What follows belongs to an exercise in optimizing a design on an open flow for small area, a short achievable clock period and few clock cycles per item; a production flow would make more cautious choices.

## job 8374
==> flow/design.v <==
`timescale 1ns / 1ps
`default_nettype none
module Final_p(quotient, remainder, done, rowk, columnk, equal, clk, rst);
output [15:0] quotient, remainder;
output done;
input equal, clk, rst;
input [3:0] rowk, columnk;
function [4:0] add5;
	input [4:0] x;
	input [4:0] k;
	integer v;
	begin
		add5 = 5'd0;
		for (v = 0; v < 32; v = v + 1)
			if (x == v)
				add5 = v + k;
	end
endfunction
wire row_ok = (rowk == 4'd1) | (rowk == 4'd2) | (rowk == 4'd4) | (rowk == 4'd8);
wire col_ok = (columnk == 4'd1) | (columnk == 4'd2) | (columnk == 4'd4) | (columnk == 4'd8);
wire kv = row_ok & col_ok;
wire [3:0] d;
assign d[3] = rowk[3] | (rowk[2] & ~columnk[1]) | (rowk[1] & columnk[3]);
assign d[2] = rowk[3] | (rowk[1] & ~columnk[3]) | (rowk[0] & columnk[3]);
assign d[1] = ((rowk[3] | rowk[2]) & (columnk[3] | columnk[2])) |
              ((rowk[1] | rowk[0]) & (columnk[2] | columnk[1]));
assign d[0] = (rowk[3] & (columnk[3] | columnk[1])) | (rowk[2] & (columnk[3] | columnk[0])) |
              ((rowk[1] | rowk[0]) & (columnk[2] | columnk[0]));
reg prev_kv;
wire press = kv & ~prev_kv;
reg [2:0] cnt;		 
reg full;		 
reg [15:0] r;		 
reg [15:0] dv;		 
reg [15:0] q;		 
reg [4:0] p;		 
reg nz;			 
wire dnz = (d != 4'd0);
wire first = (cnt == 3'd4);
wire last = (cnt == 3'd7);
wire nzp = nz & ~first;					 
wire [3:0] nd = d[3] ? d : d[2] ? {d[2:0], 1'b0} : d[1] ? {d[1:0], 2'b0} : {d[0], 3'b0};
wire [4:0] pm1 = add5(p, 5'd31);
wire [4:0] pm2 = add5(p, 5'd30);
wire [4:0] pm3 = add5(p, 5'd29);
wire [4:0] pm4 = add5(p, 5'd28);
wire [4:0] pl = d[3] ? pm4 : d[2] ? pm3 : d[1] ? pm2 : pm1;
reg [4:0] pa;
always @(*) begin
	case ({cnt[1:0], d[3], d[2], d[1]})
		5'b00100, 5'b00101, 5'b00110, 5'b00111: pa = 5'd12;
		5'b00010, 5'b00011: pa = 5'd11;
		5'b00001: pa = 5'd10;
		5'b00000: pa = 5'd9;
		5'b01100, 5'b01101, 5'b01110, 5'b01111: pa = 5'd8;
		5'b01010, 5'b01011: pa = 5'd7;
		5'b01001: pa = 5'd6;
		5'b01000: pa = 5'd5;
		5'b10100, 5'b10101, 5'b10110, 5'b10111: pa = 5'd4;
		5'b10010, 5'b10011: pa = 5'd3;
		5'b10001: pa = 5'd2;
		5'b10000: pa = 5'd1;
		5'b11100, 5'b11101, 5'b11110, 5'b11111: pa = 5'd0;
		5'b11010, 5'b11011: pa = 5'd31;
		5'b11001: pa = 5'd30;
		default: pa = 5'd29;
	endcase
end
wire [3:0] val = nzp ? d : nd;
wire [6:0] t = {3'b000, val} << p[1:0];
wire [4:0] nib;				 
assign nib[0] = (p[4:2] == 3'b111);
assign nib[1] = (p[4:2] == 3'b000);
assign nib[2] = (p[4:2] == 3'b001);
assign nib[3] = (p[4:2] == 3'b010);
assign nib[4] = (p[4:2] == 3'b011);
wire [15:0] placed;
genvar gi;
generate
	for (gi = 0; gi < 16; gi = gi + 1) begin : pl_bits
		if (gi % 4 == 3) begin : hi
			assign placed[gi] = nib[gi / 4 + 1] & t[3];
		end
		else begin : lo
			assign placed[gi] = (nib[gi / 4 + 1] & t[gi % 4]) | (nib[gi / 4] & t[gi % 4 + 4]);
		end
	end
endgenerate
wire run = nz & ~((p[4:2] == 3'b011) | (p[4:2] == 3'b100) | (p[4:2] == 3'b101) | (p[4:2] == 3'b110));
wire step = full & run;
wire [16:0] diff = {1'b0, r} - {1'b0, dv};
wire ge;
cmp16 u_cmp(.a(r), .b(dv), .ge(ge));		 
assign done = equal & full & ~run;
assign quotient = q;
assign remainder = r;
always @(posedge clk or posedge rst) begin
	if (rst) begin
		prev_kv <= 1'b0;
		cnt <= 3'd0;
		full <= 1'b0;
	end
	else begin
		prev_kv <= kv;
		if (press) begin
			cnt <= {cnt[2] ^ (cnt[1] & cnt[0]), cnt[1] ^ cnt[0], ~cnt[0]};
			full <= last;
		end
	end
end
always @(posedge clk) begin
	if (press & ~cnt[2])
		r <= {r[11:0], d};
	else if (step & ge)
		r <= diff[15:0];
	if ((press & cnt[2]) | step)
		dv <= cnt[2] ? ((first ? 16'd0 : dv) | placed) : {1'b0, dv[15:1]};
	if ((press & last) | step)
		q <= cnt[2] ? {16{~(nzp | dnz)}} : {q[14:0], ge};
	if (press) begin
		if (~cnt[2]) begin
			if (cnt[1:0] == 2'd0)
				p <= dnz ? pa : 5'b11100;
			else if (~nz & dnz)
				p <= pa;
			nz <= (nz & (cnt[1:0] != 2'd0)) | dnz;
		end
		else begin
			nz <= nzp | dnz;
			if (nzp)
				p <= pm4;
			else if (dnz)
				p <= pl;
		end
	end
	else if (step)
		p <= pm1;
end
endmodule
module cmp16(a, b, ge);
input [15:0] a, b;
output ge;
wire [15:0] g0 = a & ~b;
wire [15:0] e0 = ~(a ^ b);
wire [7:0] g1, e1;
wire [3:0] g2, e2;
wire [1:0] g3, e3;
genvar i;
generate
	for (i = 0; i < 8; i = i + 1) begin : l1
		assign g1[i] = g0[2*i+1] | (e0[2*i+1] & g0[2*i]);
		assign e1[i] = e0[2*i+1] & e0[2*i];
	end
	for (i = 0; i < 4; i = i + 1) begin : l2
		assign g2[i] = g1[2*i+1] | (e1[2*i+1] & g1[2*i]);
		assign e2[i] = e1[2*i+1] & e1[2*i];
	end
	for (i = 0; i < 2; i = i + 1) begin : l3
		assign g3[i] = g2[2*i+1] | (e2[2*i+1] & g2[2*i]);
		assign e3[i] = e2[2*i+1] & e2[2*i];
	end
endgenerate
assign ge = g3[1] | (e3[1] & (g3[0] | e3[0]));
endmodule
`default_nettype wire
clock: 4.0 ns
lec_check: 0
cap_margin: 20
core_margin: 2
core_utilization: 65
cts_buf_list: sky130_fd_sc_hd__clkbuf_8
cts_cluster_diameter: 200
cts_cluster_size: 40
place_density: 0.8
setup_slack_margin: 1.2
slew_margin: 20
standard.sh (not shown) runs the stock make flow with config.mk's settings and CLKGATE_MAP_FILE= SYNTH_SCRIPT=/design/flow/synth_recipe.tcl, a recipe that flattens the netlist after the stock synthesis.
==> flow/flow/run.sh <==
#!/bin/bash
# Standard ORFS layout, with plain buffers on the ports and the resizer free to
# swap any cell for another of the same function.
set -u
bash standard.sh finish \
  'BUFFER_PORTS_ARGS=-buffer_cell sky130_fd_sc_hd__buf_1' \
  MATCH_CELL_FOOTPRINT=0 > standard.log 2>&1
Input changes introduced in job 5628 (baseline for comparison: job 8374):
--- a/flow/design.v
+++ b/flow/design.v
@@ -87,10 +87,10 @@
 	end
 endgenerate
-wire run = nz & ~((p[4:2] == 3'b011) | (p[4:2] == 3'b100) | (p[4:2] == 3'b101) | (p[4:2] == 3'b110));
-wire step = full & run;
+wire run = ~((p[4:2] == 3'b011) | (p[4:2] == 3'b100) | (p[4:2] == 3'b101) | (p[4:2] == 3'b110));
+reg busy;
+wire step = full & busy & run;
 wire [16:0] diff = {1'b0, r} - {1'b0, dv};
-wire ge;
-cmp16 u_cmp(.a(r), .b(dv), .ge(ge));		 
-assign done = equal & full & ~run;
+wire ge = ~diff[16];
+assign done = equal & full & ~busy;
 assign quotient = q;
 assign remainder = r;
@@ -116,6 +116,10 @@
 	if ((press & cnt[2]) | step)
 		dv <= cnt[2] ? ((first ? 16'd0 : dv) | placed) : {1'b0, dv[15:1]};
-	if ((press & last) | step)
-		q <= cnt[2] ? {16{~(nzp | dnz)}} : {q[14:0], ge};
+	if (cnt[2] | step | (full & ~nz))
+		q <= cnt[2] ? 16'd0 : nz ? {q[14:0], ge} : 16'hFFFF;
+	if (press & last)
+		busy <= nzp | dnz;
+	else if (full)
+		busy <= busy & run & (p != 5'b11100);
 	if (press) begin
 		if (~cnt[2]) begin
@@ -138,28 +142,3 @@
 end
 endmodule
-module cmp16(a, b, ge);
-input [15:0] a, b;
-output ge;
-wire [15:0] g0 = a & ~b;
-wire [15:0] e0 = ~(a ^ b);
-wire [7:0] g1, e1;
-wire [3:0] g2, e2;
-wire [1:0] g3, e3;
-genvar i;
-generate
-	for (i = 0; i < 8; i = i + 1) begin : l1
-		assign g1[i] = g0[2*i+1] | (e0[2*i+1] & g0[2*i]);
-		assign e1[i] = e0[2*i+1] & e0[2*i];
-	end
-	for (i = 0; i < 4; i = i + 1) begin : l2
-		assign g2[i] = g1[2*i+1] | (e1[2*i+1] & g1[2*i]);
-		assign e2[i] = e1[2*i+1] & e1[2*i];
-	end
-	for (i = 0; i < 2; i = i + 1) begin : l3
-		assign g3[i] = g2[2*i+1] | (e2[2*i+1] & g2[2*i]);
-		assign e3[i] = e2[2*i+1] & e2[2*i];
-	end
-endgenerate
-assign ge = g3[1] | (e3[1] & (g3[0] | e3[0]));
-endmodule
 `default_nettype wire
--- outcome ---
- Looking at job 8374 and job 5628, the fmax is a wash.
- Of job 5628 and job 8374, it is job 5628 that has the lower wire length.
- In job 5628 the total area of sequential cells turned out about 1.6% higher than in job 8374.
- Job 5628 ended with less peak supply drop than job 8374.
- Of job 5628 and job 8374, it is job 5628 that has the higher critical path depth.
- Job 5628 ended up with a higher tightest slew margin relative to the limit than job 8374 did.
- Compared with job 8374, job 5628 is more frugal on power.
Function was not checked in any run of this note: the RTL went through the layout flow alone.

port drivers added, routing unchanged:
No port has a modelled driver above. Below, the same layouts with a new extraction and two added sets of constraints.
Step 1, drivers: a clkbuf_16 drives clk and a buf_2 each remaining input, both assumed.
Step 2 adds t to the input delays and takes it off the output delays; t is the mean of the earliest and latest rising clock arrival at the registers after step 1. Input paths then give back, and output paths get back, about the clock's delay inside the block.
Slacks: no drivers / after step 1 / after step 2; pairs: no drivers / after step 1.
| run | shift t [ns] | setup slack, ns | worst hold slack (ns) | worst setup path after step 2 | latest minus earliest clock arrival (ns) |
|---|---|---|---|---|---|
| job 8374 | 0.379 | 1.222 / 1.190 / 0.946 | 0.325 / 0.311 / 0.575 | input to register | 0.009 / 0.009 |
| job 5628 | 0.369 | 1.229 / 1.229 / 0.970 | 0.355 / 0.345 / 0.553 | input to register | 0.009 / 0.009 |
After both steps every run listed still meets setup and hold. The setup slack of job 8374, which loses most, moves by -0.032 ns with the drivers and by -0.276 ns with both steps.
